From an optimization exercise on the open Yosys and OpenROAD flow, aimed at small area, a short achievable clock period and few clock cycles per item; shortcuts taken in it are not production practice. At most, simulation tests tie the RTL to the original design; equivalence was not proved. Function not checked in runs 4 to 6: the RTL went through the layout flow alone.

`flow/flow/run.sh`:
```
#!/bin/bash
# The standard layout (the standard.sh, standard synthesis unchanged) with
# the port buffers made from the smallest buffer cell instead of the
# clock-delay buffer that buffer_ports picks by default.
set -euo pipefail
bash standard.sh BUFFER_PORTS_ARGS="-buffer_cell sky130_fd_sc_hd__buf_1" finish > make_finish.log 2>&1
```
`flow/standard.sh`:
```
#!/bin/bash
# synth_recipe.tcl (not shown) runs the flow's synth.tcl, then flattens the netlist and writes it again
# the make line also repeats each setting of config.mk as NAME=value (left out here)
make -C /OpenROAD-flow-scripts/flow DESIGN_CONFIG=/design/flow/config.mk WORK_HOME=/design/flow/orfs CLKGATE_MAP_FILE= SYNTH_SCRIPT=/design/flow/synth_recipe.tcl "${@:-finish}"
```
`flow/config.mk`:
```
export PLATFORM = sky130hd
export DESIGN_NAME = mat_ops_controller
export DESIGN_NICKNAME = mat_ops_controller
export VERILOG_FILES = /design/flow/design.v
export SDC_FILE = /design/flow/constraint.sdc
export NUM_CORES = 4
export LEC_CHECK = 0
export CAP_MARGIN = 0
export CORE_MARGIN = 2
export CORE_UTILIZATION = 40
export CTS_BUF_LIST = sky130_fd_sc_hd__clkbuf_4 sky130_fd_sc_hd__clkbuf_8 sky130_fd_sc_hd__clkbuf_16
export CTS_CLUSTER_DIAMETER = 60
export CTS_CLUSTER_SIZE = 30
export PLACE_DENSITY = 0.6
export SETUP_SLACK_MARGIN = 2.5
export SLEW_MARGIN = 0
```
`flow/constraint.sdc`:
```
create_clock -name core_clock -period 5.0 [get_ports {i_clk}]
set_input_delay 1.0000 -clock core_clock [delete_from_list [all_inputs] [get_ports {i_clk}]]
set_output_delay 1.0000 -clock core_clock [all_outputs]
set_load 0.01 [all_outputs]
```
`flow/design.v`:
```
`timescale 1ns / 1ns
module mat_ops_controller #(
	parameter DATA_LEN = 8,
	parameter N = 8,
	parameter ADDRESS_SIZE = 4
)
(
	input                         i_clk,
	input                         i_rstn,
	input   [DATA_LEN*N-1:0]      i_read_data_A,
	output  [ADDRESS_SIZE-1:0]    o_address_A,
	output                        o_wr_en_A,
	output  [DATA_LEN*N-1:0]      o_write_data_A,
	input   [DATA_LEN*N-1:0]      i_read_data_B,
	output  [ADDRESS_SIZE-1:0]    o_address_B,
	output                        o_wr_en_B,
	output  [DATA_LEN*N-1:0]      o_write_data_B,
	output                        o_done
);
	reg        idle;
	reg        P;
	reg  [8:0] S;
	reg  [2:0] T;
	reg  [2:0] r;
	reg  [2:0] wrow;      
	reg        pa0;       
	wire start = (i_read_data_A[7:0] == 8'd1);
	wire go    = idle && pa0 && start;
	wire r0    = (r == 3'd0);
	wire r7    = (r == 3'd7);
	wire [8:0] S_n;
	assign S_n[0] = P || (go && addr_a[3]) || (S[8] && !r7);
	assign S_n[1] = S[0];
	assign S_n[2] = S[1] && !r0;
	assign S_n[3] = (S[1] && r0) || S[2];
	assign S_n[8:4] = S[7:3];
	wire [2:0] T_n = {T[1:0], S[8] && r7};
	wire       idle_n = (idle && !go) || T[2];
	wire [2:0] r_n    = S[8] ? r + 3'd1 : r;
	wire [2:0] wrow_n = S[8] ? r : wrow;
	wire       wb_n   = S_n[2] || T_n[2];
	wire [2:0] k_n    = {S_n[5] | S_n[6] | S_n[7] | S_n[8],
	                     S_n[3] | S_n[4] | S_n[7] | S_n[8],
	                     S_n[1] | S_n[4] | S_n[6] | S_n[8]};
	wire       ra_n   = go || (|S_n[7:0]) || (S_n[8] && !r7) || T[2];
	wire [2:0] rowa_n = S_n[8] ? r_n + 3'd1 : r_n;
	reg  [3:0] addr_a;
	reg  [3:0] addr_b;
	reg        wr_b;
	reg        done;
	reg        v0;
	reg        f0;
	always @(posedge i_clk, negedge i_rstn) begin
		if (!i_rstn) begin
			idle   <= 1'b1;
			P      <= 1'b0;
			pa0    <= 1'b1;
			S      <= 9'd0;
			T      <= 3'd0;
			r      <= 3'd0;
			wrow   <= 3'd0;
			addr_a <= 4'd0;
			addr_b <= 4'd0;
			wr_b   <= 1'b0;
			done   <= 1'b0;
		end else begin
			idle   <= idle_n;
			P      <= go && !addr_a[3];
			pa0    <= !addr_a[3];
			S      <= S_n;
			T      <= T_n;
			r      <= r_n;
			wrow   <= wrow_n;
			addr_a <= ra_n ? {1'b1, rowa_n} : 4'd0;
			addr_b <= wb_n ? {1'b1, wrow_n} : {1'b0, k_n};
			wr_b   <= wb_n;
			done   <= T_n[2];
		end
	end
	wire [2:0] k0 = addr_b[2:0];
	always @(posedge i_clk) begin
		v0 <= (|S_n) && !S_n[2];
		f0 <= S_n[0];
	end
	reg                  f1;
	reg  [11:0]          a2;
	reg                  f2, keep2;
	wire [7:0]           a1 = i_read_data_A[8*k0 +: 8];
	wire [11:0]          a1_enc;
	genvar m;
	generate
		for (m = 0; m < 4; m = m + 1) begin : BOOTH
			wire hi = a1[2*m+1];
			wire md = a1[2*m];
			wire lo = (m == 0) ? 1'b0 : a1[2*m-1];
			assign a1_enc[3*m]   = hi;
			assign a1_enc[3*m+1] = md ^ lo;
			assign a1_enc[3*m+2] = (hi & ~md & ~lo) | (~hi & md & lo);
		end
	endgenerate
	wire [63:0]          acc;
	always @(posedge i_clk) begin
		f1    <= f0;
		f2    <= f1;
		keep2 <= !f1;
		a2    <= v0 ? a1_enc : 12'd0;
	end
	genvar j;
	generate
		for (j = 0; j < N; j = j + 1) begin : LANE
			mac_lane #(.KEEP_LOW(j < N/2 ? 0 : 1)) u_lane (
				.i_clk (i_clk),
				.a     (a2),
				.b     (i_read_data_B[8*j +: 8]),
				.first (j < N/2 ? f2 : keep2),
				.acc   (acc[8*j +: 8])
			);
		end
	endgenerate
	assign o_address_A    = addr_a;
	assign o_wr_en_A      = done;
	assign o_write_data_A = {(DATA_LEN*N){1'b0}};
	assign o_address_B    = addr_b;
	assign o_wr_en_B      = wr_b;
	assign o_write_data_B = acc;
	assign o_done         = done;
endmodule
module mac_lane #(
	parameter KEEP_LOW = 0    
) (
	input            i_clk,
	input      [11:0] a,
	input      [7:0] b,
	input            first,
	output reg [7:0] acc
);
	wire [14:0] d;
	reg  [14:0] q;
	wire neg0 = a[0];
	wire one0 = a[1];
	wire two0 = a[2];
	wire neg1 = a[3];
	wire one1 = a[4];
	wire two1 = a[5];
	wire neg2 = a[6];
	wire one2 = a[7];
	wire two2 = a[8];
	wire neg3 = a[9];
	wire one3 = a[10];
	wire two3 = a[11];
	wire t1;
	wire t2;
	wire t3;
	wire t4;
	wire t5;
	wire t6;
	wire t7;
	wire t8;
	wire t9;
	wire t10;
	wire t11;
	wire t12;
	wire t13;
	wire t14;
	wire t15;
	assign t1 = (neg1 & ~(one1 & b[0])) ^ (((one0 & b[3]) | (two0 & b[2])) ^ neg0);
	assign t2 = (neg1 & ~(one1 & b[0])) & (((one0 & b[3]) | (two0 & b[2])) ^ neg0);
	assign t3 = (one2 & b[0]) ^ (((one0 & b[4]) | (two0 & b[3])) ^ neg0) ^ (((one1 & b[2]) | (two1 & b[1])) ^ neg1);
	assign t4 = ((one2 & b[0]) & (((one0 & b[4]) | (two0 & b[3])) ^ neg0)) | ((one2 & b[0]) & (((one1 & b[2]) | (two1 & b[1])) ^ neg1)) | ((((one0 & b[4]) | (two0 & b[3])) ^ neg0) & (((one1 & b[2]) | (two1 & b[1])) ^ neg1));
	assign t5 = (neg2 & ~(one2 & b[0])) ^ (((one0 & b[5]) | (two0 & b[4])) ^ neg0) ^ (((one1 & b[3]) | (two1 & b[2])) ^ neg1);
	assign t6 = ((neg2 & ~(one2 & b[0])) & (((one0 & b[5]) | (two0 & b[4])) ^ neg0)) | ((neg2 & ~(one2 & b[0])) & (((one1 & b[3]) | (two1 & b[2])) ^ neg1)) | ((((one0 & b[5]) | (two0 & b[4])) ^ neg0) & (((one1 & b[3]) | (two1 & b[2])) ^ neg1));
	assign t7 = (((one2 & b[1]) | (two2 & b[0])) ^ neg2) ^ t4;
	assign t8 = (((one2 & b[1]) | (two2 & b[0])) ^ neg2) & t4;
	assign t9 = (one3 & b[0]) ^ (((one0 & b[6]) | (two0 & b[5])) ^ neg0) ^ (((one1 & b[4]) | (two1 & b[3])) ^ neg1);
	assign t10 = ((one3 & b[0]) & (((one0 & b[6]) | (two0 & b[5])) ^ neg0)) | ((one3 & b[0]) & (((one1 & b[4]) | (two1 & b[3])) ^ neg1)) | ((((one0 & b[6]) | (two0 & b[5])) ^ neg0) & (((one1 & b[4]) | (two1 & b[3])) ^ neg1));
	assign t11 = (((one2 & b[2]) | (two2 & b[1])) ^ neg2) ^ t6 ^ t9;
	assign t12 = ((((one2 & b[2]) | (two2 & b[1])) ^ neg2) & t6) | ((((one2 & b[2]) | (two2 & b[1])) ^ neg2) & t9) | (t6 & t9);
	assign t13 = (neg3 & ~(one3 & b[0])) ^ (((one0 & b[7]) | (two0 & b[6])) ^ neg0) ^ (((one1 & b[5]) | (two1 & b[4])) ^ neg1);
	assign t14 = (((one2 & b[3]) | (two2 & b[2])) ^ neg2) ^ (((one3 & b[1]) | (two3 & b[0])) ^ neg3) ^ t10;
	assign t15 = t13 ^ t14;
	assign d[0] = (one0 & b[0]);
	assign d[1] = (neg0 & ~(one0 & b[0]));
	assign d[2] = (((one0 & b[1]) | (two0 & b[0])) ^ neg0);
	assign d[3] = (one1 & b[0]);
	assign d[4] = (((one0 & b[2]) | (two0 & b[1])) ^ neg0);
	assign d[5] = (((one1 & b[1]) | (two1 & b[0])) ^ neg1);
	assign d[6] = t1;
	assign d[7] = t2;
	assign d[8] = t3;
	assign d[9] = t5;
	assign d[10] = t7;
	assign d[11] = t8;
	assign d[12] = t11;
	assign d[13] = t12;
	assign d[14] = t15;
	always @(posedge i_clk)
		q <= d;
	wire first_q = first;
	wire [7:0] g = (KEEP_LOW ? !first_q : first_q) ? 8'd0 : acc;
	always @(posedge i_clk)
		acc <= g + {q[13] , q[11] , q[9] , q[7] , q[5] , q[3] , q[1] , q[0]} + {q[14] , q[12] , q[10] , q[8] , q[6] , q[4] , q[2] , 1'b0};
endmodule
```
==> results of run 1 <==
==> metal layers <==
| metal | GRT usage | vias to the layer above |
|---|---|---|
| met5 | 0 | - |
| met4 | 0.0445 | 4 |
| met3 | 0.0355 | 43 |
| met2 | 0.320 | 289 |
| met1 | 0.222 | 4401 |
| li1 | - | 4404 |
==> synthesized netlist by cell type, types with 14 or more instances <==
| cell | instances | area, µm² |
|---|---|---|
| dfxtp_1 | 201 | 4020 |
| a21oi_1 | 36 | 180 |
| dfrtp_1 | 27 | 676 |
| nor2b_1 | 48 | 300 |
| a22oi_1 | 127 | 953 |
| a21o_1 | 15 | 113 |
| buf_4 | 66 | 495 |
| mux4_2 | 14 | 315 |
| clkbuf_1 | 44 | 165 |
| xnor2_1 | 173 | 1520 |
| inv_1 | 97 | 364 |
| fa_1 | 88 | 1760 |
| nand2_1 | 38 | 143 |
| and2_1 | 60 | 375 |
| xor2_1 | 41 | 359 |
| ha_1 | 76 | 951 |
| nor2_1 | 14 | 52.6 |
==> layout make-up <==
cell class / count / area share
clock inverter: 15 / 0.0102
tap: 448 / 0.0366
timing repair buffer: 223 / 0.0625
clock buffer: 26 / 0.0406
sequential: 230 / 0.313
inverter: 97 / 0.0238
multi-input combinational: 865 / 0.513
antenna: 4 / 0.000654
==> cell families after synthesis <==
kind of cell             Yosys count  synth area share
AND/OR/NAND/NOR                  186            0.0767
XOR/XNOR                         216             0.142
other                              1          0.000279
flip-flops                       230             0.353
multiplexers                      27            0.0364
AO/OA/AOI/OAI                    208             0.108
adder cells (fa/ha/maj)          164             0.202
buffers and inverters            223            0.0820
==> flip-flops by register name, summed over array words and instances, names as in the netlist, 3 cells and up <==
register	cells
LANE.u_lane.acc	64
LANE.u_lane.q	120
S	9
T	3
a2	12
addr_a	4
addr_b	4
r	3
wrow	3
==> worst max path at each step <==
stage / endpoint / cells after the start / startpoint / slack (ps)
5_1_grt: LANE[1].u_lane.acc[7] / 9 / f2 / 2440
3_3_place_gp: LANE[1].u_lane.acc[7] / 9 / f2 / 1960
3_5_place_dp: LANE[1].u_lane.acc[7] / 9 / f2 / 1870
6_report: LANE[0].u_lane.acc[7] / 10 / f2 / 2570
4_1_cts: LANE[1].u_lane.acc[7] / 9 / f2 / 2490
2_1_floorplan: LANE[3].u_lane.acc[7] / 13 / f2 / 2470
==> what timing repair did <==
action / 4_1_cts / 5_1_grt
buffers inserted: 3 / 4
pin swaps: 0 / 1
endpoints found under the setup margin: 67 / 24
gates resized for setup: 10 / 7
gates cloned: 0 / 0
==> reports/results.ini, run 1 <==
[min_path]
hold_depth=0
worstHoldPathType=flop to flop
worstHoldEndpoint=f1
min_from=f0

[die]
die_area_um2=35100
coreArea_um2=33400
rows=67
die_w_um=187
initial_core_util=0.403
fp.dieH_um=187
io_pins=269

[sta]
whs_ps=333
max_slew_margin=0.512
final-setup-viol-count=0
clock-skew-final_ps=13.0
max_freq_mhz=411
period_share=0.487
hold_violations=0
worst_pin_slew_ps=731
drv_slew=0
rsz0062_at_grt=yes
worst_slack_ps=2570
tns_ps=0
finalCriticalPeriod_ps=2430

[global_routing]
grt_max_degree=58
grt_pass1_wl_mm=50.5
gr-total-overflow=0
antenna_found_initial=5
grt_usage=0.179
grt_pass1_vias=9470

[synthesis]
synth_cells=1255
yosys_warnings=3
yosysSeqAreaShare=0.353
synth.distinct_cells=47
ys_ff_latch=230
synthFlopType=dfxtp_1
syn_area_per_cell_um2=10.7
synthArstFlopShare=0.126
synth_edf_count=0
synth_area_um2=13500

[setup_path]
worstSetupPathType=flop to flop
crit_chain=buf_4, nor2b_1, fa_1, inv_1, fa_1, inv_1, a21o_1, a21oi_1, o21ai_1, xnor2_1
endpoint_kind=flop
max_stage_delay_ps=510
r2r_end=LANE[0].u_lane.acc[7]
path_delay_family=adder cells
worst-path-buf-inv=3
crit_fanout=8
r2r_slack_ps=2570
crit_arrival_ps=2840
start_kind=flop
reg2reg_depth=10
r2r_start=f2
slowest_stage=fa_1
required_ps=5410

[place]
place_area_um2=14400
dp.cells=1856
dp_hpwl_mm=22.6
gp_congestion=0.818
pre_cts_ws_ps=1870
numPortBuffers=204

[layout]
seq_area_um2=4780
final_layout_size_suffix_gt1_frac=0.0680
final_common_cell=buf_1
syn_to_final_growth_pct=13.7
final-instance-count-excl-fill=1908
fill_cells=3200
nNetsFinal=1734
multi_input_area_um2=7850
fin_util=0.459
fin_area_um2=15300
final_cell_mix=204 x buf_1, 193 x dfxtp_1, 173 x xnor2_1

[cts]
ctsRootBufferMaster=clkbuf_16
tritoncts=done
clock_path_buffers=3
h-tree-depth=1
clk_latency_ps=520
clkSlewWorstSetupHoldPaths_ps=70
cts_made_buffers=23
cts_hold_buffers=0
cts_num_sinks=230

[detailed_routing]
vias=9141
wl_met1_mm=13.4
drt_pre_antenna_iters=5
antenna_left=0
post_drt_wl_per_cell_um=16.6
drtIter0Drc=398
dr_wl_met2_mm=15.7
route.top_layer_used=met5
drt_wl_total_mm=31.8
via_per_inst=4.79
drc=0
route.met3.wl_mm=2.01

[run]
cap_violations=0

[status]
status=finished clean

Testbench counts, summed over its fixed seeds: cycles 28,808, jobs 384.
==> run 2: changes to the inputs <==
==> flow/config.mk (replaced) <==
export PLATFORM = sky130hd
export DESIGN_NAME = mat_ops_controller
export DESIGN_NICKNAME = mat_ops_controller
export VERILOG_FILES = /design/flow/design.v
export SDC_FILE = /design/flow/constraint.sdc
export NUM_CORES = 4
export LEC_CHECK = 0
export CAP_MARGIN = 20
export CORE_MARGIN = 2
export CORE_UTILIZATION = 40
export CTS_BUF_LIST = sky130_fd_sc_hd__clkbuf_4 sky130_fd_sc_hd__clkbuf_8 sky130_fd_sc_hd__clkbuf_16
export CTS_CLUSTER_DIAMETER = 80
export CTS_CLUSTER_SIZE = 60
export PLACE_DENSITY = 0.6
export SETUP_SLACK_MARGIN = 2.5
export SLEW_MARGIN = 20
==> run 2 against run 1 <==
Effect of this change:
- fmax increased by 1.2%
- hold slack improved by 3.7 ps
- sequential share of layout area is 0.66 points higher
- global-route usage decreased by 0.37 points
- critical path depth shrank 1
- via count shrank 0.53%
==> reports/results.ini, run 2 <==
[status]
status=finished clean  ; unchanged

[min_path]
hold_depth=0  ; unchanged
min_from=f0  ; unchanged
worstHoldEndpoint=f1  ; unchanged
worstHoldPathType=flop to flop  ; unchanged

[cts]
tritoncts=done  ; unchanged
cts_hold_buffers=0  ; unchanged
clock_path_buffers=3  ; unchanged
cts_made_buffers=14  ; was 23
h-tree-depth=1  ; unchanged
clkSlewWorstSetupHoldPaths_ps=90  ; was 70 ps
ctsRootBufferMaster=clkbuf_16  ; unchanged
cts_num_sinks=230  ; unchanged
clk_latency_ps=500  ; was 520 ps

[run]
cap_violations=0  ; unchanged

[sta]
tns_ps=0  ; unchanged
max_freq_mhz=416  ; was 411 MHz
finalCriticalPeriod_ps=2400  ; was 2430 ps
hold_violations=0  ; unchanged
worst_pin_slew_ps=744  ; was 731 ps
final-setup-viol-count=0  ; unchanged
max_slew_margin=0.504  ; was 0.512
drv_slew=0  ; unchanged
rsz0062_at_grt=yes  ; unchanged
period_share=0.481  ; was 0.487
clock-skew-final_ps=25.5  ; was 13.0 ps

[synthesis]
synthArstFlopShare=0.126  ; unchanged
synth_area_um2=13500  ; unchanged
ys_ff_latch=230  ; unchanged
synth_area_leaders=dfxtp_1 30%, fa_1 13%, xnor2_1 11%  ; unchanged
syn_area_per_cell_um2=10.7  ; unchanged
synth.most_common_cell=dfxtp_1  ; unchanged
synth_top_cells_by_count=201 x dfxtp_1, 173 x xnor2_1, 127 x a22oi_1, 97 x inv_1, 88 x fa_1  ; unchanged
synth_top_area_cell=dfxtp_1  ; unchanged
yosys_warnings=3  ; unchanged
synth_cells=1255  ; unchanged
synthFlopType=dfxtp_1  ; unchanged
yosysSeqAreaShare=0.353  ; unchanged
synth.top_cell.area_share=0.299  ; unchanged
synth.distinct_cells=47  ; unchanged
synth_edf_count=0  ; unchanged

[detailed_routing]
drt_wl_total_mm=31.4  ; was 31.8 mm
drtIter0Drc=360  ; was 398
antenna_left=0  ; unchanged
drt_pre_antenna_iters=5  ; unchanged
drc=0  ; unchanged
post_drt_wl_per_cell_um=16.6  ; about the same
vias=9093  ; was 9,141
via_per_inst=4.81  ; was 4.79

[layout]
nNetsFinal=1725  ; was 1,734
syn_to_final_growth_pct=11.3  ; was 13.7%
largest_reg_flops=120  ; unchanged
top_register=LANE.u_lane.q  ; unchanged
final_common_cell=buf_1  ; unchanged
final_layout_size_suffix_gt1_frac=0.0563  ; was 0.0680
final-instance-count-excl-fill=1891  ; was 1,908
reg_top3=LANE.u_lane.q (120), LANE.u_lane.acc (64), a2 (12)  ; unchanged
final_cell_mix=204 x buf_1, 193 x dfxtp_1, 173 x xnor2_1  ; unchanged

[global_routing]
gr-total-overflow=0  ; unchanged
busiest_layer=met2  ; unchanged
grt_pass1_vias=9334  ; was 9,470
antenna_found_initial=5  ; unchanged
grt.met2_usage=0.316  ; was 0.320
grt_max_degree=58  ; unchanged
gr-usage-met1=0.218  ; was 0.222
use_met3=0.0330  ; was 0.0355
grt_usage=0.176  ; was 0.179
grt_pass1_wl_mm=49.6  ; was 50.5 mm

[place]
numPortBuffers=204  ; unchanged
dp.cells=1856  ; unchanged
dp_hpwl_mm=22.6  ; unchanged
gp_congestion=0.818  ; unchanged

[die]
rows=67  ; unchanged
fp.dieH_um=187  ; unchanged
die_w_um=187  ; unchanged
io_pins=269  ; unchanged
initial_core_util=0.403  ; unchanged
coreArea_um2=33400  ; unchanged
die_area_um2=35100  ; unchanged

[setup_path]
path_delay_family=adder cells  ; unchanged
slowest_stage=dfxtp_4  ; was fa_1
max_stage_delay_ps=440  ; was 510 ps
endpoint_kind=flop  ; unchanged
reg2reg_depth=9  ; was 10
start_kind=flop  ; unchanged
required_ps=5420  ; was 5410 ps
worst-path-buf-inv=1  ; was 3
crit_chain=buf_4, and2_1, fa_1, ha_1, a21o_1, a21oi_1, o21bai_1, a21oi_1, xnor2_1  ; was buf_4, nor2b_1, fa_1, inv_1, fa_1, inv_1, a21o_1, a21oi_1, o21ai_1, xnor2_1
crit_fanout=10  ; was 8
r2r_slack_ps=2600  ; was 2570 ps
crit_arrival_ps=2820  ; was 2840 ps
crit_top_cell=a21oi_1
r2r_start=keep2  ; was f2
r2r_end=LANE[7].u_lane.acc[6]  ; was LANE[0].u_lane.acc[7]
worstSetupPathType=flop to flop  ; unchanged

## run 2: cell counts after synthesis
Identical to the previous run, type by type.
## run 2: repair_timing
item,4_1_cts,5_1_grt
gates cloned,0,0
setup buffers,1,6
endpoints found under the hold margin,0,0
pin swaps,0,1
setup endpoints to repair,63,24
resized for setup,11,5
## run 2: worst max path at each step
stage,cells past startpoint,end,startpoint
after floorplan,13,LANE[3].u_lane.acc[7],f2
after global placement,9,LANE[1].u_lane.acc[7],f2
after detailed placement,9,LANE[1].u_lane.acc[7],f2
after CTS,9,LANE[1].u_lane.acc[7],f2
after global routing,9,LANE[1].u_lane.acc[7],f2
final,9,LANE[7].u_lane.acc[6],keep2
## run 2: final cells by class
class                      count  area [µm²]
timing repair buffer         223         956
fill                        3241       18400
inverter                      97         364
clock buffer                  16         383
tap                          448         561
clock inverter                 8        82.6
antenna                        4        10.0
multi-input combinational    865        7850
sequential                   230        4780
## run 2: cell families after synthesis
family / count (synthesis) / synth area share
flip-flops: 230 / 0.353
buffers and inverters: 223 / 0.0820
XOR/XNOR: 216 / 0.142
AO/OA/AOI/OAI: 208 / 0.108
AND/OR/NAND/NOR: 186 / 0.0767
adder cells (fa/ha/maj): 164 / 0.202
multiplexers: 27 / 0.0364
other: 1 / 0.000279
## run 2: metrics by stage
step / setup slack, ps / area, µm² / util / hold slack [ps]
after floorplan: 2470 / 13700 / - / 310
after global placement: 1960 / 14400 / 0.431 / 313
after detailed placement: 1870 / 14400 / 0.431 / 316
after CTS: 2440 / 14900 / 0.447 / 336
after global routing: 2480 / 15000 / 0.449 / 341
final: 2600 / 15000 / 0.449 / 336
## run 2: layer usage
layer  wire, µm  part of all wire  up-vias
met3       1870             0.059       36
met5         27           0.00086        -
li1           -                 -     4369
met4        590             0.019        4
met1      13200              0.42     4408
met2      15700              0.50      276
==> run 3: changes to the inputs <==
--- a/flow/config.mk
+++ b/flow/config.mk
@@ -10,7 +10,7 @@
 export CORE_UTILIZATION = 40
 export CTS_BUF_LIST = sky130_fd_sc_hd__clkbuf_4 sky130_fd_sc_hd__clkbuf_8 sky130_fd_sc_hd__clkbuf_16
 export CTS_CLUSTER_DIAMETER = 80
-export CTS_CLUSTER_SIZE = 60
+export CTS_CLUSTER_SIZE = 40
 export PLACE_DENSITY = 0.6
 export SETUP_SLACK_MARGIN = 2.5
 export SLEW_MARGIN = 20
==> run 3 against run 2 <==
Effect of this change:
- still clean on timing, DRC and antenna
- clock skew unchanged
- fmax unchanged
- final area unchanged
- synthesized cell count unchanged
- flip-flop and latch count unchanged
- synthesized area unchanged
- wire length unchanged
- die area unchanged
- non-clock buffer count unchanged
- critical path type unchanged
==> reports/results.ini, run 3 <==
[status]
status=finished clean  ; unchanged

[detailed_routing]
via_per_inst=4.81  ; unchanged
drc=0  ; unchanged
drt_wl_total_mm=31.4  ; unchanged
post_drt_wl_per_cell_um=16.6  ; unchanged
drt_pre_antenna_iters=5  ; unchanged
vias=9093  ; unchanged
antenna_left=0  ; unchanged
drtIter0Drc=360  ; unchanged

[synthesis]
syn_area_per_cell_um2=10.7  ; unchanged
yosys_warnings=3  ; unchanged
synth.top_cell.area_share=0.299  ; unchanged
synth_area_um2=13500  ; unchanged
synth.distinct_cells=47  ; unchanged
synthFlopType=dfxtp_1  ; unchanged
synth_top_area_cell=dfxtp_1  ; unchanged
synth_top_cells_by_count=201 x dfxtp_1, 173 x xnor2_1, 127 x a22oi_1, 97 x inv_1, 88 x fa_1  ; unchanged
synth.most_common_cell=dfxtp_1  ; unchanged
synth_area_leaders=dfxtp_1 30%, fa_1 13%, xnor2_1 11%  ; unchanged
ys_ff_latch=230  ; unchanged
yosysSeqAreaShare=0.353  ; unchanged
synth_edf_count=0  ; unchanged
synthArstFlopShare=0.126  ; unchanged
synth_cells=1255  ; unchanged

[cts]
cts_hold_buffers=0  ; unchanged
h-tree-depth=1  ; unchanged
tritoncts=done  ; unchanged
cts_num_sinks=230  ; unchanged
cts_made_buffers=14  ; unchanged
clock_path_buffers=3  ; unchanged
ctsRootBufferMaster=clkbuf_16  ; unchanged
clk_latency_ps=500  ; about the same
clkSlewWorstSetupHoldPaths_ps=90  ; about the same

[sta]
worst_pin_slew_ps=744  ; unchanged
clock-skew-final_ps=25.5  ; unchanged
max_freq_mhz=416  ; unchanged
tns_ps=0  ; unchanged
worst_slack_ps=2600  ; unchanged
finalCriticalPeriod_ps=2400  ; unchanged
rsz0062_at_grt=yes  ; unchanged
max_slew_margin=0.504  ; unchanged
final-setup-viol-count=0  ; unchanged
hold_violations=0  ; unchanged
period_share=0.481  ; unchanged
drv_slew=0  ; unchanged

[die]
coreArea_um2=33400  ; unchanged
rows=67  ; unchanged
fp.dieH_um=187  ; unchanged
die_area_um2=35100  ; unchanged
die_w_um=187  ; unchanged
initial_core_util=0.403  ; unchanged
io_pins=269  ; unchanged

[global_routing]
grt_pass1_vias=9334  ; unchanged
grt_max_degree=58  ; unchanged
grt_usage=0.176  ; unchanged
antenna_found_initial=5  ; unchanged
gr-total-overflow=0  ; unchanged
grt_pass1_wl_mm=49.6  ; unchanged

[place]
place_area_um2=14400  ; unchanged
numPortBuffers=204  ; unchanged
dp_hpwl_mm=22.6  ; unchanged
gp_congestion=0.818  ; unchanged
pre_cts_ws_ps=1870  ; unchanged
dp.cells=1856  ; unchanged

[min_path]
hold_depth=0  ; unchanged
worstHoldPathType=flop to flop  ; unchanged

[layout]
top_register=LANE.u_lane.q  ; unchanged
largest_reg_flops=120  ; unchanged
final_layout_size_suffix_gt1_frac=0.0563  ; unchanged
final_cell_mix=204 x buf_1, 193 x dfxtp_1, 173 x xnor2_1  ; unchanged
final_common_cell=buf_1  ; unchanged
final-instance-count-excl-fill=1891  ; unchanged
fin_area_um2=15000  ; unchanged
fill_cells=3241  ; unchanged
nNetsFinal=1725  ; unchanged
syn_to_final_growth_pct=11.3  ; unchanged
reg_top3=LANE.u_lane.q (120), LANE.u_lane.acc (64), a2 (12)  ; unchanged

[setup_path]
reg2reg_depth=9  ; unchanged
start_kind=flop  ; unchanged
endpoint_kind=flop  ; unchanged
crit_arrival_ps=2820  ; about the same
worstSetupPathType=flop to flop  ; unchanged
required_ps=5420  ; about the same
crit_fanout=10  ; unchanged

[run]
cap_violations=0  ; unchanged

run 3: cell counts after synthesis:
Identical to the previous run, type by type.
run 3: layer usage:
layer | share of wire | GRT usage | vias to the layer above
met1 | 0.42 | 0.218 | 4408
met4 | 0.019 | 0.0382 | 4
met3 | 0.059 | 0.0330 | 36
met2 | 0.50 | 0.316 | 276
met5 | 0.00086 | 0 | -
li1 | - | - | 4369
run 3: cell type report:
type / instances / area (µm²) / share of cell area
Inverter: 97 / 364 / 0.0243
Clock buffer: 16 / 383 / 0.0255
Sequential cell: 230 / 4780 / 0.319
Multi-Input combinational cell: 865 / 7850 / 0.524
Antenna cell: 4 / 10.0 / 0.000668
Tap cell: 448 / 561 / 0.0374
Clock inverter: 8 / 82.6 / 0.00551
Timing Repair Buffer: 223 / 956 / 0.0638
run 3: kinds of logic after synthesis:
kind of cell,Yosys count,synth area share
xor+xnor,216,0.142
mux,27,0.0364
simple gates,186,0.0767
flops,230,0.353
other cells,1,0.000279
buf+inv,223,0.0820
compound gates,208,0.108
fa+ha+maj,164,0.202
run 3: metrics by stage:
step                utilization  hold WS, ps
finish                    0.449          336
global placement          0.431          313
floorplan                     -          310
detailed placement        0.431          316
global route              0.449          341
CTS                       0.447          336
run 3: final timing paths:
path | startpoint | endpoint | slack, ps
worst max register to register | keep2 | LANE[7].u_lane.acc[6] | 2600
worst max-delay path | keep2 | LANE[7].u_lane.acc[6] | 2600
max in group asynchronous | i_rstn | idle | 4180
worst min register to register | f0 | f1 | 340
worst min-delay path | f0 | f1 | 340
min in group asynchronous | i_rstn | addr_a[2] | 510
run 3: what timing repair did:
item / in CTS / in global routing
setup endpoints to repair: 63 / 24
resized for setup: 11 / 5
setup buffers: 1 / 6
pin swaps: 0 / 1
run 3: worst max-delay path, cell delays in order, from the launching register on:
cell and delay [ps]:
dfxtp_4 440, buf_4 210, and2_1 160, fa_1 430, ha_1 280, a21o_1 190, a21oi_1 230, o21bai_1 90
a21oi_1 170, xnor2_1 130
==> run 4: changes to the inputs <==
--- a/flow/design.v
+++ b/flow/design.v
@@ -83,7 +83,7 @@
 		f0 <= S_n[0];
 	end
 	reg                  f1;
-	reg  [11:0]          a2;
+	reg  [11:0]          a2, a2n;
 	reg                  f2, keep2;
 	wire [7:0]           a1 = i_read_data_A[8*k0 +: 8];
 	wire [11:0]          a1_enc;
@@ -104,13 +104,14 @@
 		f2    <= f1;
 		keep2 <= !f1;
 		a2    <= v0 ? a1_enc : 12'd0;
+		a2n   <= v0 ? ~a1_enc : 12'hfff;
 	end
 	genvar j;
 	generate
 		for (j = 0; j < N; j = j + 1) begin : LANE
-			mac_lane #(.KEEP_LOW(j < N/2 ? 0 : 1)) u_lane (
+			mac_lane #(.KEEP_LOW(j < N/2 ? 0 : 1), .A_LOW(j < N/2 ? 0 : 1)) u_lane (
 				.i_clk (i_clk),
-				.a     (a2),
+				.a     (j < N/2 ? a2 : a2n),
 				.b     (i_read_data_B[8*j +: 8]),
 				.first (j < N/2 ? f2 : keep2),
 				.acc   (acc[8*j +: 8])
@@ -126,7 +127,8 @@
 	assign o_done         = done;
 endmodule
 module mac_lane #(
-	parameter KEEP_LOW = 0    
+	parameter KEEP_LOW = 0,   
+	parameter A_LOW    = 0    
 ) (
 	input            i_clk,
 	input      [11:0] a,
@@ -136,18 +138,19 @@
 );
 	wire [14:0] d;
 	reg  [14:0] q;
-	wire neg0 = a[0];
-	wire one0 = a[1];
-	wire two0 = a[2];
-	wire neg1 = a[3];
-	wire one1 = a[4];
-	wire two1 = a[5];
-	wire neg2 = a[6];
-	wire one2 = a[7];
-	wire two2 = a[8];
-	wire neg3 = a[9];
-	wire one3 = a[10];
-	wire two3 = a[11];
+	wire [11:0] ad = A_LOW ? ~a : a;
+	wire neg0 = ad[0];
+	wire one0 = ad[1];
+	wire two0 = ad[2];
+	wire neg1 = ad[3];
+	wire one1 = ad[4];
+	wire two1 = ad[5];
+	wire neg2 = ad[6];
+	wire one2 = ad[7];
+	wire two2 = ad[8];
+	wire neg3 = ad[9];
+	wire one3 = ad[10];
+	wire two3 = ad[11];
 	wire t1;
 	wire t2;
 	wire t3;
--- a/flow/config.mk
+++ b/flow/config.mk
@@ -9,8 +9,8 @@
 export CORE_MARGIN = 2
 export CORE_UTILIZATION = 40
 export CTS_BUF_LIST = sky130_fd_sc_hd__clkbuf_4 sky130_fd_sc_hd__clkbuf_8 sky130_fd_sc_hd__clkbuf_16
-export CTS_CLUSTER_DIAMETER = 80
-export CTS_CLUSTER_SIZE = 40
+export CTS_CLUSTER_DIAMETER = 60
+export CTS_CLUSTER_SIZE = 30
 export PLACE_DENSITY = 0.6
-export SETUP_SLACK_MARGIN = 2.5
+export SETUP_SLACK_MARGIN = 2.7
 export SLEW_MARGIN = 20
==> run 4 against run 3 <==
Effect of this change:
- still clean
- synthesized cell count rose by 3.7%
- critical path depth rose by 2
- via count rose by 3.6%
- register-to-register slack improved by 40 ps
- synthesized area rose by 1.7%
- final area rose by 8.0%
- first-iteration DRC count rose by 0.56%
- setup slack improved by 39 ps
- global-route usage rose by 0.29 points
- largest cell class unchanged
==> reports/results.ini, run 4 <==
[status]
status=finished clean  ; unchanged

[synthesis]
synth.top_cell.area_share=0.311  ; was 0.299
synth_top_area_cell=dfxtp_1  ; unchanged
yosys_warnings=3  ; unchanged
synth_top_family_by_area=adder cells  ; unchanged
synth.most_common_cell=dfxtp_1  ; unchanged
synthAdderAreaFrac=0.198  ; was 0.202
synth_xor_area_frac=0.140  ; was 0.142
syn_area_per_cell_um2=10.5  ; was 10.7 µm²
synthArstFlopShare=0.120  ; was 0.126
synth_compound_area_frac=0.0992  ; was 0.108
yosysSeqAreaShare=0.365  ; was 0.353
synth_edf_count=0  ; unchanged
synth_cells=1301  ; was 1,255
synth.distinct_cells=48  ; was 47
synth_mux_area_frac=0.0358  ; was 0.0364
synth_simple_gate_area_share=0.0729  ; was 0.0767
synth_area_leaders=dfxtp_1 31%, fa_1 13%, xnor2_1 11%  ; was dfxtp_1 30%, fa_1 13%, xnor2_1 11%
synth_top_cells_by_count=213 x dfxtp_1, 174 x xnor2_1, 133 x inv_1, 88 x fa_1, 76 x ha_1  ; was 201 x dfxtp_1, 173 x xnor2_1, 127 x a22oi_1, 97 x inv_1, 88 x fa_1
synth_area_um2=13700  ; was 13,500 µm²
ys_ff_latch=242  ; was 230
synthFlopType=dfxtp_1  ; unchanged

[die]
fp.dieH_um=189  ; was 187 µm
io_pins=269  ; unchanged
initial_core_util=0.407  ; was 0.403
rows=67  ; unchanged
die_area_um2=35700  ; was 35,100 µm²
die_w_um=189  ; was 187 µm
coreArea_um2=33600  ; was 33,400 µm²

[cts]
cts_hold_buffers=0  ; unchanged
clk_latency_ps=530  ; was 500 ps
tritoncts=done  ; unchanged
h-tree-depth=1  ; unchanged
cts_made_buffers=25  ; was 14
clkSlewWorstSetupHoldPaths_ps=90  ; about the same
clock_path_buffers=3  ; unchanged
cts_num_sinks=242  ; was 230
ctsRootBufferMaster=clkbuf_16  ; unchanged

[layout]
nNetsFinal=1809  ; was 1,725
final_cell_mix=204 x buf_1, 202 x dfxtp_1, 173 x xnor2_1  ; was 204 x buf_1, 193 x dfxtp_1, 173 x xnor2_1
fill_cells=3150  ; was 3,241
syn_to_final_growth_pct=18.2  ; was 11.3%
largest_reg_flops=120  ; unchanged
top_register=LANE.u_lane.q  ; unchanged
seq_area_um2=5030  ; was 4780 µm²
multi_input_area_um2=8010  ; was 7850 µm²
reg_top3=LANE.u_lane.q (120), LANE.u_lane.acc (64)  ; was LANE.u_lane.q (120), LANE.u_lane.acc (64), a2 (12)
final_common_cell=buf_1  ; unchanged
final_layout_size_suffix_gt1_frac=0.137  ; was 0.0563

[global_routing]
gr-total-overflow=0  ; unchanged
grt_pass1_wl_mm=51.1  ; was 49.6 mm
grt_usage=0.179  ; was 0.176
grt_max_degree=33  ; was 58
grt_pass1_vias=9817  ; was 9,334
antenna_found_initial=2  ; was 5

[sta]
drv_slew=0  ; unchanged
whs_ps=337  ; was 336 ps
tns_ps=0  ; unchanged
clock-skew-final_ps=18.1  ; was 25.5 ps
period_share=0.473  ; was 0.481
rsz0062_at_grt=yes  ; unchanged
hold_violations=0  ; unchanged
max_freq_mhz=423  ; was 416 MHz
worst_pin_slew_ps=678  ; was 744 ps
final-setup-viol-count=0  ; unchanged
max_slew_margin=0.545  ; was 0.504
finalCriticalPeriod_ps=2360  ; was 2400 ps

[place]
numPortBuffers=204  ; unchanged
dp_hpwl_mm=22.5  ; was 22.6 mm
gp_congestion=0.832  ; was 0.818

[min_path]
worstHoldPathType=flop to flop  ; unchanged
hold_depth=0  ; unchanged
worstHoldEndpoint=f1  ; unchanged
min_from=f0  ; unchanged

[setup_path]
crit_chain=buf_12, and2_4, fa_1, ha_2, inv_2, fa_2, inv_2, a21o_1, a21oi_2, o21ai_2, xnor2_1  ; was buf_4, and2_1, fa_1, ha_1, a21o_1, a21oi_1, o21bai_1, a21oi_1, xnor2_1
path_depth=11  ; was 9
endpoint_kind=flop  ; unchanged
crit_start=keep2  ; unchanged
r2r_end=LANE[5].u_lane.acc[7]  ; was LANE[7].u_lane.acc[6]
worst-path-buf-inv=3  ; was 1
crit_fanout=6  ; was 10
r2r_slack_ps=2640  ; was 2600 ps
worstSetupPathType=flop to flop  ; unchanged
required_ps=5470  ; was 5420 ps
slowest_stage=fa_1  ; was dfxtp_4
crit_arrival_ps=2830  ; was 2820 ps
r2r_start=keep2  ; unchanged
reg2reg_depth=11  ; was 9
crit_top_cell=inv_2  ; was a21oi_1
max_stage_delay_ps=480  ; was 440 ps
path_delay_family=adder cells  ; unchanged
start_kind=flop  ; unchanged

[detailed_routing]
drt_wl_total_mm=31.7  ; was 31.4 mm
post_drt_wl_per_cell_um=16.0  ; was 16.6 µm
vias=9418  ; was 9,093
antenna_left=0  ; unchanged
via_per_inst=4.75  ; was 4.81
drc=0  ; unchanged
drt_pre_antenna_iters=4  ; was 5
drtIter0Drc=362  ; was 360

[run]
cap_violations=0  ; unchanged

==> run 4: changes by cell type after synthesis, sizes merged, moves of 3 or more <==
cell	previous run	this run
o22ai	1	65
dfxtp	201	213
nand2	38	41
inv	97	134
and2	60	41
clkbuf	44	35
a22oi	127	64
nor2	14	32
nor2b	48	44
nand2b	11	15
==> run 4: worst reg2reg max path, delay by kind of cell, from the launching register on <==
kind	cells	cell delay [ps]
xor gates and xnor gates	1	120
DFF	1	380
and+or+nand+nor	1	140
adders and majority gates	3	1040
buffers and inverters	3	240
AOI/OAI and AO/OA	3	370
==> run 4: final cells by class <==
| type | instances | share of cell area |
|---|---|---|
| Tap cell | 448 | 0.0346 |
| Antenna cell | 2 | 0.000309 |
| Multi-Input combinational cell | 869 | 0.495 |
| Inverter | 134 | 0.0328 |
| Clock inverter | 20 | 0.0188 |
| Sequential cell | 242 | 0.311 |
| Clock buffer | 25 | 0.0387 |
| Timing Repair Buffer | 243 | 0.0691 |
==> run 4: routing by layer <==
metal	share of wire	up-vias	GRT usage
met5	0	-	0
met4	0.025	0	0.0490
met3	0.045	44	0.0200
met2	0.48	280	0.313
met1	0.45	4520	0.233
li1	-	4574	-
==> run 4: how the worst max path moves through the flow <==
stage	to	slack, ps
global placement	LANE[0].u_lane.acc[7]	2230
detailed placement	LANE[0].u_lane.acc[7]	2180
finish	LANE[5].u_lane.acc[7]	2640
global route	LANE[5].u_lane.acc[7]	2510
CTS	LANE[3].u_lane.acc[7]	2600
floorplan	LANE[7].u_lane.q[12]	2650
==> run 4: what timing repair did <==
action                                  CTS  global route
resized for setup                        31            45
pin swaps                                 8            36
endpoints found under the setup margin   86            35
buffers inserted                         17            15
==> run 4: cells by family (layout without fill, tap and decap cells) <==
family,count (synthesis),in the layout
adders and majority gates,164,164
other,1,66
and+or+nand+nor,189,189
AOI/OAI and AO/OA,207,207
buffers and inverters,253,422
xor gates and xnor gates,218,218
muxes,27,27
DFF,242,242
==> run 4: through the flow <==
step	utilization	instance area, µm²	worst slack (ps)	cells
after floorplan	-	14100	2650	1364
after global placement	0.438	14700	2230	1904
after detailed placement	0.438	14700	2180	1904
after CTS	0.473	15900	2600	1966
after global routing	0.481	16200	2510	1982
final	0.481	16200	2640	1983
==> run 5: changes to the inputs <==
--- a/flow/config.mk
+++ b/flow/config.mk
@@ -12,5 +12,5 @@
 export CTS_CLUSTER_DIAMETER = 60
 export CTS_CLUSTER_SIZE = 30
 export PLACE_DENSITY = 0.6
-export SETUP_SLACK_MARGIN = 2.7
+export SETUP_SLACK_MARGIN = 2.5
 export SLEW_MARGIN = 20
==> run 5 against run 4 <==
Effect of this change:
- critical path type unchanged
- fmax down 3.6%
- highest routed layer unchanged
- flip-flop and latch count unchanged
- largest cell class unchanged
- non-clock buffer count down 14
- via count down 0.94%
- synthesized area unchanged
- setup slack worse by 89 ps
- synthesized cell count unchanged
- core utilization down 1.3 points
==> reports/results.ini, run 5 <==
[status]
status=finished clean  ; unchanged

[setup_path]
start_kind=flop  ; unchanged
r2r_start=f2  ; was keep2
slowest_stage=fa_1  ; unchanged
worstSetupPathType=flop to flop  ; unchanged
reg2reg_depth=11  ; unchanged
worst-path-buf-inv=3  ; unchanged
crit_chain=buf_12, nor2b_1, fa_1, ha_1, inv_1, fa_1, inv_1, a21o_1, a21oi_1, o21ai_1, xnor2_1  ; was buf_12, and2_4, fa_1, ha_2, inv_2, fa_2, inv_2, a21o_1, a21oi_2, o21ai_2, xnor2_1
crit_fanout=10  ; was 6
crit_arrival_ps=2930  ; was 2830 ps
endpoint=LANE[0].u_lane.acc[7]  ; was LANE[5].u_lane.acc[7]
path_depth=11  ; unchanged
endpoint_kind=flop  ; unchanged
r2r_slack_ps=2550  ; was 2640 ps
max_stage_delay_ps=540  ; was 480 ps
crit_start=f2  ; was keep2
path_delay_family=adder cells  ; unchanged
r2r_end=LANE[0].u_lane.acc[7]  ; was LANE[5].u_lane.acc[7]
required_ps=5480  ; was 5470 ps

[sta]
rsz0062_at_grt=yes  ; unchanged
whs_ps=332  ; was 337 ps
final-setup-viol-count=0  ; unchanged
tns_ps=0  ; unchanged
worst_pin_slew_ps=781  ; was 678 ps
max_freq_mhz=408  ; was 423 MHz
max_slew_margin=0.478  ; was 0.545
clock-skew-final_ps=37.9  ; was 18.1 ps
period_share=0.491  ; was 0.473
finalCriticalPeriod_ps=2450  ; was 2360 ps
drv_slew=0  ; unchanged
hold_violations=0  ; unchanged

[detailed_routing]
drt_wl_total_mm=30.2  ; was 31.7 mm
drc=0  ; unchanged
dr_wl_met2_mm=14.4  ; was 15.3 mm
drt_pre_antenna_iters=5  ; was 4
drtIter0Drc=402  ; was 362
wl_met1_mm=13.1  ; was 14.2 mm
vias=9329  ; was 9,418
route.met3.wl_mm=1.57  ; was 1.44 mm
post_drt_wl_per_cell_um=15.4  ; was 16.0 µm
via_per_inst=4.75  ; about the same
antenna_left=0  ; unchanged
route.top_layer_used=met4  ; unchanged

[layout]
antenna_cells=0  ; was 2
final_cell_mix=204 x buf_1, 202 x dfxtp_1, 174 x xnor2_1  ; was 204 x buf_1, 202 x dfxtp_1, 173 x xnor2_1
final_common_cell=buf_1  ; unchanged
top_register=LANE.u_lane.q  ; unchanged
seq_area_um2=5020  ; was 5030 µm²
multi_input_area_um2=7780  ; was 8010 µm²
fill_cells=3089  ; was 3,150
fin_area_um2=15700  ; was 16,200 µm²
final-instance-count-excl-fill=1966  ; was 1,983
largest_reg_flops=120  ; unchanged
syn_to_final_growth_pct=15.0  ; was 18.2%
fin_util=0.468  ; was 0.481
reg_top3=LANE.u_lane.q (120), LANE.u_lane.acc (64)  ; unchanged
final_layout_size_suffix_gt1_frac=0.0856  ; was 0.137
nNetsFinal=1794  ; was 1,809

[die]
die_w_um=189  ; unchanged
io_pins=269  ; unchanged
initial_core_util=0.407  ; unchanged
die_area_um2=35700  ; unchanged
rows=67  ; unchanged
fp.dieH_um=189  ; unchanged
coreArea_um2=33600  ; unchanged

[run]
cap_violations=0  ; unchanged

[synthesis]
synth.distinct_cells=48  ; unchanged
synth_area_leaders=dfxtp_1 31%, fa_1 13%, xnor2_1 11%  ; unchanged
synth.top_cell.area_share=0.311  ; unchanged
synthFlopType=dfxtp_1  ; unchanged
syn_area_per_cell_um2=10.5  ; unchanged
synth_xor_area_frac=0.140  ; unchanged
synthArstFlopShare=0.120  ; unchanged
synth_area_um2=13700  ; unchanged
synth_mux_area_frac=0.0358  ; unchanged
ys_ff_latch=242  ; unchanged
yosysSeqAreaShare=0.365  ; unchanged
synthAdderAreaFrac=0.198  ; unchanged
synth.most_common_cell=dfxtp_1  ; unchanged
yosys_warnings=3  ; unchanged
synth_compound_area_frac=0.0992  ; unchanged
synth_cells=1301  ; unchanged
synth_simple_gate_area_share=0.0729  ; unchanged
synth_top_area_cell=dfxtp_1  ; unchanged
synth_top_family_by_area=adder cells  ; unchanged
synth_top_cells_by_count=213 x dfxtp_1, 174 x xnor2_1, 133 x inv_1, 88 x fa_1, 76 x ha_1  ; unchanged
synth_edf_count=0  ; unchanged

[cts]
cts_hold_buffers=0  ; unchanged
h-tree-depth=1  ; unchanged
cts_num_sinks=242  ; unchanged
clock_path_buffers=3  ; unchanged
clkSlewWorstSetupHoldPaths_ps=80  ; was 90 ps
tritoncts=done  ; unchanged
cts_made_buffers=24  ; was 25
ctsRootBufferMaster=clkbuf_16  ; unchanged
clk_latency_ps=540  ; was 530 ps

[global_routing]
antenna_found_initial=0  ; was 2
grt_max_degree=33  ; unchanged
grt_usage=0.171  ; was 0.179
grt_pass1_vias=9706  ; was 9,817
grt_pass1_wl_mm=49.3  ; was 51.1 mm
gr-total-overflow=0  ; unchanged

[place]
dp_hpwl_mm=22.3  ; was 22.5 mm
place_area_um2=14600  ; was 14,700 µm²
dp.cells=1904  ; unchanged
gp_congestion=0.817  ; was 0.832
numPortBuffers=204  ; unchanged

[min_path]
worstHoldPathType=flop to flop  ; unchanged

## run 5: cell count changes in the layout (fill, tap and decap cells not counted), moves of 8 or more
cell | before | now
a21oi_2 | 18 | 9
ha_1 | 63 | 75
nor2b_2 | 8 | 0
inv_1 | 112 | 130
a21oi_1 | 16 | 25
nor2b_1 | 35 | 44
inv_2 | 13 | 4
inv_4 | 9 | 0
buf_4 | 32 | 18
## run 5: worst register-to-register path: stages, from the launching register on
cell and delay, ps:
dfxtp_4 410, buf_12 140, nor2b_1 60, fa_1 540, ha_1 190, inv_1 70
fa_1 410, inv_1 70, a21o_1 100, a21oi_1 90, o21ai_1 180, xnor2_1 130
## run 5: per-layer routing
metal / vias to the layer above / GRT usage
met5: - / 0
met4: 0 / 0.0643
met3: 59 / 0.0213
met2: 311 / 0.297
met1: 4420 / 0.219
li1: 4539 / -
## run 5: worst min-delay path by stage
stage          from  slack [ps]  cells past startpoint  to
6_report         f0         330                      0  f1
4_1_cts          f0         330                      0  f1
3_5_place_dp     f0         310                      0  f1
2_1_floorplan    f0         310                      0  f1
5_1_grt          f0         340                      0  f1
3_3_place_gp     f0         310                      0  f1
## run 5: cell type report
type | count | area share
clock buffers | 25 | 0.0397
flip-flops and latches | 242 | 0.319
repair buffers | 229 | 0.0639
well taps | 448 | 0.0356
multi-input cells | 869 | 0.494
clock inverters | 19 | 0.0162
inverters | 134 | 0.0319
## run 5: repair_timing
action	in CTS	in global routing
resized for setup	17	32
gates cloned	0	1
setup endpoints to repair	45	38
buffers inserted	11	6
pin swaps	3	15
## run 5: stage by stage
| stage | worst slack [ps] |
|---|---|
| 2_1_floorplan | 2510 |
| 3_3_place_gp | 2160 |
| 3_5_place_dp | 2050 |
| 4_1_cts | 2450 |
| 5_1_grt | 2400 |
| 6_report | 2550 |
## run 5: logic make-up after synthesis
| kind of cell | after synthesis |
|---|---|
| AO/OA/AOI/OAI | 207 |
| other | 1 |
| buffers and inverters | 253 |
| flip-flops | 242 |
| XOR/XNOR | 218 |
| adder cells (fa/ha/maj) | 164 |
| AND/OR/NAND/NOR | 189 |
| multiplexers | 27 |
==> run 6: changes to the inputs <==
--- a/flow/design.v
+++ b/flow/design.v
@@ -84,7 +84,7 @@
 	end
 	reg                  f1;
 	reg  [11:0]          a2, a2n;
-	reg                  f2, keep2;
+	reg                  f2, keep2, f2r, keep2r;
 	wire [7:0]           a1 = i_read_data_A[8*k0 +: 8];
 	wire [11:0]          a1_enc;
 	genvar m;
@@ -99,6 +99,15 @@
 		end
 	endgenerate
 	wire [63:0]          acc;
+	always @(posedge i_clk, negedge i_rstn) begin
+		if (!i_rstn) begin
+			f2r    <= 1'b0;
+			keep2r <= 1'b1;
+		end else begin
+			f2r    <= f1;
+			keep2r <= !f1;
+		end
+	end
 	always @(posedge i_clk) begin
 		f1    <= f0;
 		f2    <= f1;
@@ -109,11 +118,11 @@
 	genvar j;
 	generate
 		for (j = 0; j < N; j = j + 1) begin : LANE
-			mac_lane #(.KEEP_LOW(j < N/2 ? 0 : 1), .A_LOW(j < N/2 ? 0 : 1)) u_lane (
+			mac_lane #(.KEEP_LOW((j / 2) % 2), .A_LOW(j < N/2 ? 0 : 1)) u_lane (
 				.i_clk (i_clk),
 				.a     (j < N/2 ? a2 : a2n),
 				.b     (i_read_data_B[8*j +: 8]),
-				.first (j < N/2 ? f2 : keep2),
+				.first (j < 2 ? f2 : j < 4 ? keep2 : j < 6 ? f2r : keep2r),
 				.acc   (acc[8*j +: 8])
 			);
 		end
--- a/flow/config.mk
+++ b/flow/config.mk
@@ -12,5 +12,5 @@
 export CTS_CLUSTER_DIAMETER = 60
 export CTS_CLUSTER_SIZE = 30
 export PLACE_DENSITY = 0.6
-export SETUP_SLACK_MARGIN = 2.5
+export SETUP_SLACK_MARGIN = 2.7
 export SLEW_MARGIN = 20
==> run 6 against run 5 <==
Effect of this change:
- final cell count grew 2.3%
- hold slack lost 3.4 ps
- still clean on timing, DRC and antenna
- sequential share of layout area shrank 0.93 points
- wire length grew 7.2%
- flip-flop and latch count grew 2
- register-to-register slack is essentially flat
- critical path type unchanged
- setup slack lost 7.7 ps
- count of clock-buffer cells in the layout grew 5
==> reports/results.ini, run 6 <==
[synthesis]
synthFlopType=dfxtp_1  ; unchanged
synth.most_common_cell=dfxtp_1  ; unchanged
synthArstFlopShare=0.127  ; was 0.120
synth_cells=1311  ; was 1,301
synth_area_leaders=dfxtp_1 31%, fa_1 13%, xnor2_1 11%  ; unchanged
synth_edf_count=0  ; unchanged
yosysSeqAreaShare=0.366  ; was 0.365
ys_ff_latch=244  ; was 242
synth_top_area_cell=dfxtp_1  ; unchanged
yosys_warnings=5  ; was 3
syn_area_per_cell_um2=10.5  ; about the same
synth_area_um2=13800  ; was 13,700 µm²
synth.distinct_cells=50  ; was 48
synth.top_cell.area_share=0.309  ; was 0.311
synth_top_cells_by_count=213 x dfxtp_1, 170 x xnor2_1, 133 x inv_1, 88 x fa_1, 76 x ha_1  ; was 213 x dfxtp_1, 174 x xnor2_1, 133 x inv_1, 88 x fa_1, 76 x ha_1

[setup_path]
r2r_start=keep2r  ; was f2
required_ps=5430  ; was 5480 ps
crit_chain=and2_4, fa_1, ha_2, fa_2, a21oi_2, nor2_1, nor2_1, o21ai_1, xnor2_1  ; was buf_12, nor2b_1, fa_1, ha_1, inv_1, fa_1, inv_1, a21o_1, a21oi_1, o21ai_1, xnor2_1
r2r_slack_ps=2540  ; was 2550 ps
max_stage_delay_ps=690  ; was 540 ps
r2r_end=LANE[7].u_lane.acc[7]  ; was LANE[0].u_lane.acc[7]
endpoint_kind=flop  ; unchanged
worstSetupPathType=flop to flop  ; unchanged
reg2reg_depth=9  ; was 11
crit_fanout=8  ; was 10
slowest_stage=dfstp_4  ; was fa_1
start_kind=flop  ; unchanged
crit_top_cell=nor2_1
crit_arrival_ps=2890  ; was 2930 ps

[place]
numPortBuffers=204  ; unchanged
dp.cells=1912  ; was 1,904
dp_hpwl_mm=23.5  ; was 22.3 mm
gp_congestion=0.829  ; was 0.817
pre_cts_ws_ps=2290  ; was 2050 ps

[detailed_routing]
drt_wl_total_mm=32.4  ; was 30.2 mm
via_per_inst=4.73  ; was 4.75
drtIter0Drc=479  ; was 402
vias=9511  ; was 9,329
drt_pre_antenna_iters=6  ; was 5
post_drt_wl_per_cell_um=16.1  ; was 15.4 µm
drc=0  ; unchanged
antenna_left=0  ; unchanged

[sta]
period_share=0.492  ; was 0.491
max_slew_margin=0.464  ; was 0.478
rsz0062_at_grt=yes  ; unchanged
final-setup-viol-count=0  ; unchanged
hold_violations=0  ; unchanged
drv_slew=0  ; unchanged
clock-skew-final_ps=18.7  ; was 37.9 ps
worst_pin_slew_ps=804  ; was 781 ps
worst_slack_ps=2540  ; was 2550 ps
finalCriticalPeriod_ps=2460  ; was 2450 ps
tns_ps=0  ; unchanged
max_freq_mhz=406  ; was 408 MHz

[die]
io_pins=269  ; unchanged
fp.dieH_um=190  ; was 189 µm
rows=67  ; unchanged
die_area_um2=36000  ; was 35,700 µm²
coreArea_um2=33700  ; was 33,600 µm²
initial_core_util=0.409  ; was 0.407
die_w_um=190  ; was 189 µm

[layout]
reg_top3=LANE.u_lane.q (120), LANE.u_lane.acc (64)  ; unchanged
final_cell_mix=203 x dfxtp_1, 203 x buf_1, 168 x xnor2_1  ; was 204 x buf_1, 202 x dfxtp_1, 174 x xnor2_1
final-instance-count-excl-fill=2011  ; was 1,966
final_layout_size_suffix_gt1_frac=0.157  ; was 0.0856
nNetsFinal=1834  ; was 1,794
syn_to_final_growth_pct=19.3  ; was 15.0%
top_register=LANE.u_lane.q  ; unchanged
fin_util=0.488  ; was 0.468
largest_reg_flops=120  ; unchanged

[cts]
cts_made_buffers=28  ; was 24
h-tree-depth=1  ; unchanged
clock_path_buffers=3  ; unchanged
ctsRootBufferMaster=clkbuf_16  ; unchanged
cts_num_sinks=244  ; was 242
cts_hold_buffers=0  ; unchanged
clkSlewWorstSetupHoldPaths_ps=70  ; was 80 ps
clk_latency_ps=550  ; was 540 ps
tritoncts=done  ; unchanged

[run]
cap_violations=0  ; unchanged

[status]
status=finished clean  ; unchanged

[min_path]
min_from=f0  ; unchanged
worstHoldPathType=flop to flop  ; unchanged
hold_depth=0  ; unchanged
worstHoldEndpoint=f1  ; unchanged

[global_routing]
grt_pass1_wl_mm=51.4  ; was 49.3 mm
antenna_found_initial=0  ; unchanged
gr-total-overflow=0  ; unchanged
grt_pass1_vias=9783  ; was 9,706
grt_max_degree=33  ; unchanged
grt_usage=0.181  ; was 0.171

==> run 6: cell types whose count changed in the layout (fill, tap and decap cells not counted), sizes merged, moves of 2 or more <==
cell | before | now
buf | 228 | 255
clkbuf | 26 | 31
a21oi | 34 | 36
xor2 | 43 | 45
xnor2 | 174 | 171
nor2 | 32 | 36
==> run 6: how the worst max path moves through the flow <==
stage,end,start
floorplan,LANE[5].u_lane.q[12],i_read_data_B[45]
global placement,LANE[5].u_lane.q[12],i_read_data_B[45]
detailed placement,a2[2],addr_b[1]
CTS,LANE[6].u_lane.acc[7],keep2r
global route,LANE[7].u_lane.acc[7],keep2r
finish,LANE[7].u_lane.acc[7],keep2r
==> run 6: cells by family after synthesis <==
logic type,count (synthesis),share of synthesized area
AND/OR/NAND/NOR,195,0.0744
multiplexers,27,0.0356
adder cells (fa/ha/maj),164,0.197
buffers and inverters,254,0.0885
XOR/XNOR,217,0.139
other,1,0.000272
flip-flops,244,0.366
AO/OA/AOI/OAI,209,0.0990
==> run 6: what timing repair did <==
item                                    4_1_cts  5_1_grt
buffers inserted                             18       28
endpoints found under the setup margin       73       33
resized for setup                            38       48
hold endpoints to repair                      0        0
pin swaps                                     9       40
==> run 6: metal layers <==
metal | track usage | up-vias | wire, µm
met5 | 0 | - | 0
met2 | 0.302 | 297 | 15100
li1 | - | 4638 | -
met1 | 0.244 | 4528 | 14900
met4 | 0.0534 | 0 | 769
met3 | 0.0242 | 48 | 1640
==> run 6: critical path: cells and delay by family (launching register included) <==
family,cells,cell delay [ps]
simple gates,3,350
fa+ha+maj,3,940
flops,1,690
compound gates,2,240
xor+xnor,1,140
==> run 6: stage by stage <==
step | hold slack [ps] | instance area, µm²
6_report | 328 | 16400
5_1_grt | 336 | 16400
4_1_cts | 333 | 16100
3_5_place_dp | 318 | 14800
3_3_place_gp | 316 | 14800
2_1_floorplan | 310 | 14200
==> run 6: layout make-up <==
type / count / area, µm²
antenna: 1 / 2.50
clock buffer: 30 / 733
clock inverter: 22 / 277
fill: 3205 / 17300
inverter: 134 / 533
multi-input combinational: 876 / 8080
sequential: 244 / 5090
tap: 448 / 561
timing repair buffer: 256 / 1170

-- what the ideal ports hide --
Ports are ideal in the flow. The routed layouts listed here were re-timed in OpenROAD.
Step 1 assumes that a clkbuf_16 drives the clock port and a buf_2 every other input.
Step 2 adds t to the input delays and takes it off the output delays; t is the mean of the earliest and latest rising clock arrival at the registers after step 1. Input paths then give back, and output paths get back, about the clock's delay inside the block.
Slacks: ideal / step 1 / step 2; pairs: ideal / step 1.
run	shift t [ns]	setup WS [ns]	worst hold slack (ns)	latest minus earliest clock arrival (ns)	worst data-port slew with drivers (ns)
run 1	0.560	2.567 / 2.554 / 2.307	0.333 / 0.333 / 0.333	0.016 / 0.016	0.09
run 2	0.535	2.597 / 2.583 / 2.286	0.336 / 0.336 / 0.336	0.028 / 0.028	0.09
run 3	0.535	2.597 / 2.583 / 2.286	0.336 / 0.336 / 0.336	0.028 / 0.028	0.09
run 4	0.575	2.636 / 2.636 / 2.303	0.337 / 0.337 / 0.337	0.018 / 0.019	0.08
run 5	0.575	2.547 / 2.547 / 2.346	0.332 / 0.332 / 0.332	0.039 / 0.040	0.07
run 6	0.589	2.540 / 2.540 / 2.336	0.328 / 0.328 / 0.328	0.019 / 0.019	0.06
After both steps every run listed still meets setup and hold. The setup slack of run 4, which loses most, moves by 0.000 ns with the drivers and by -0.333 ns with both steps.
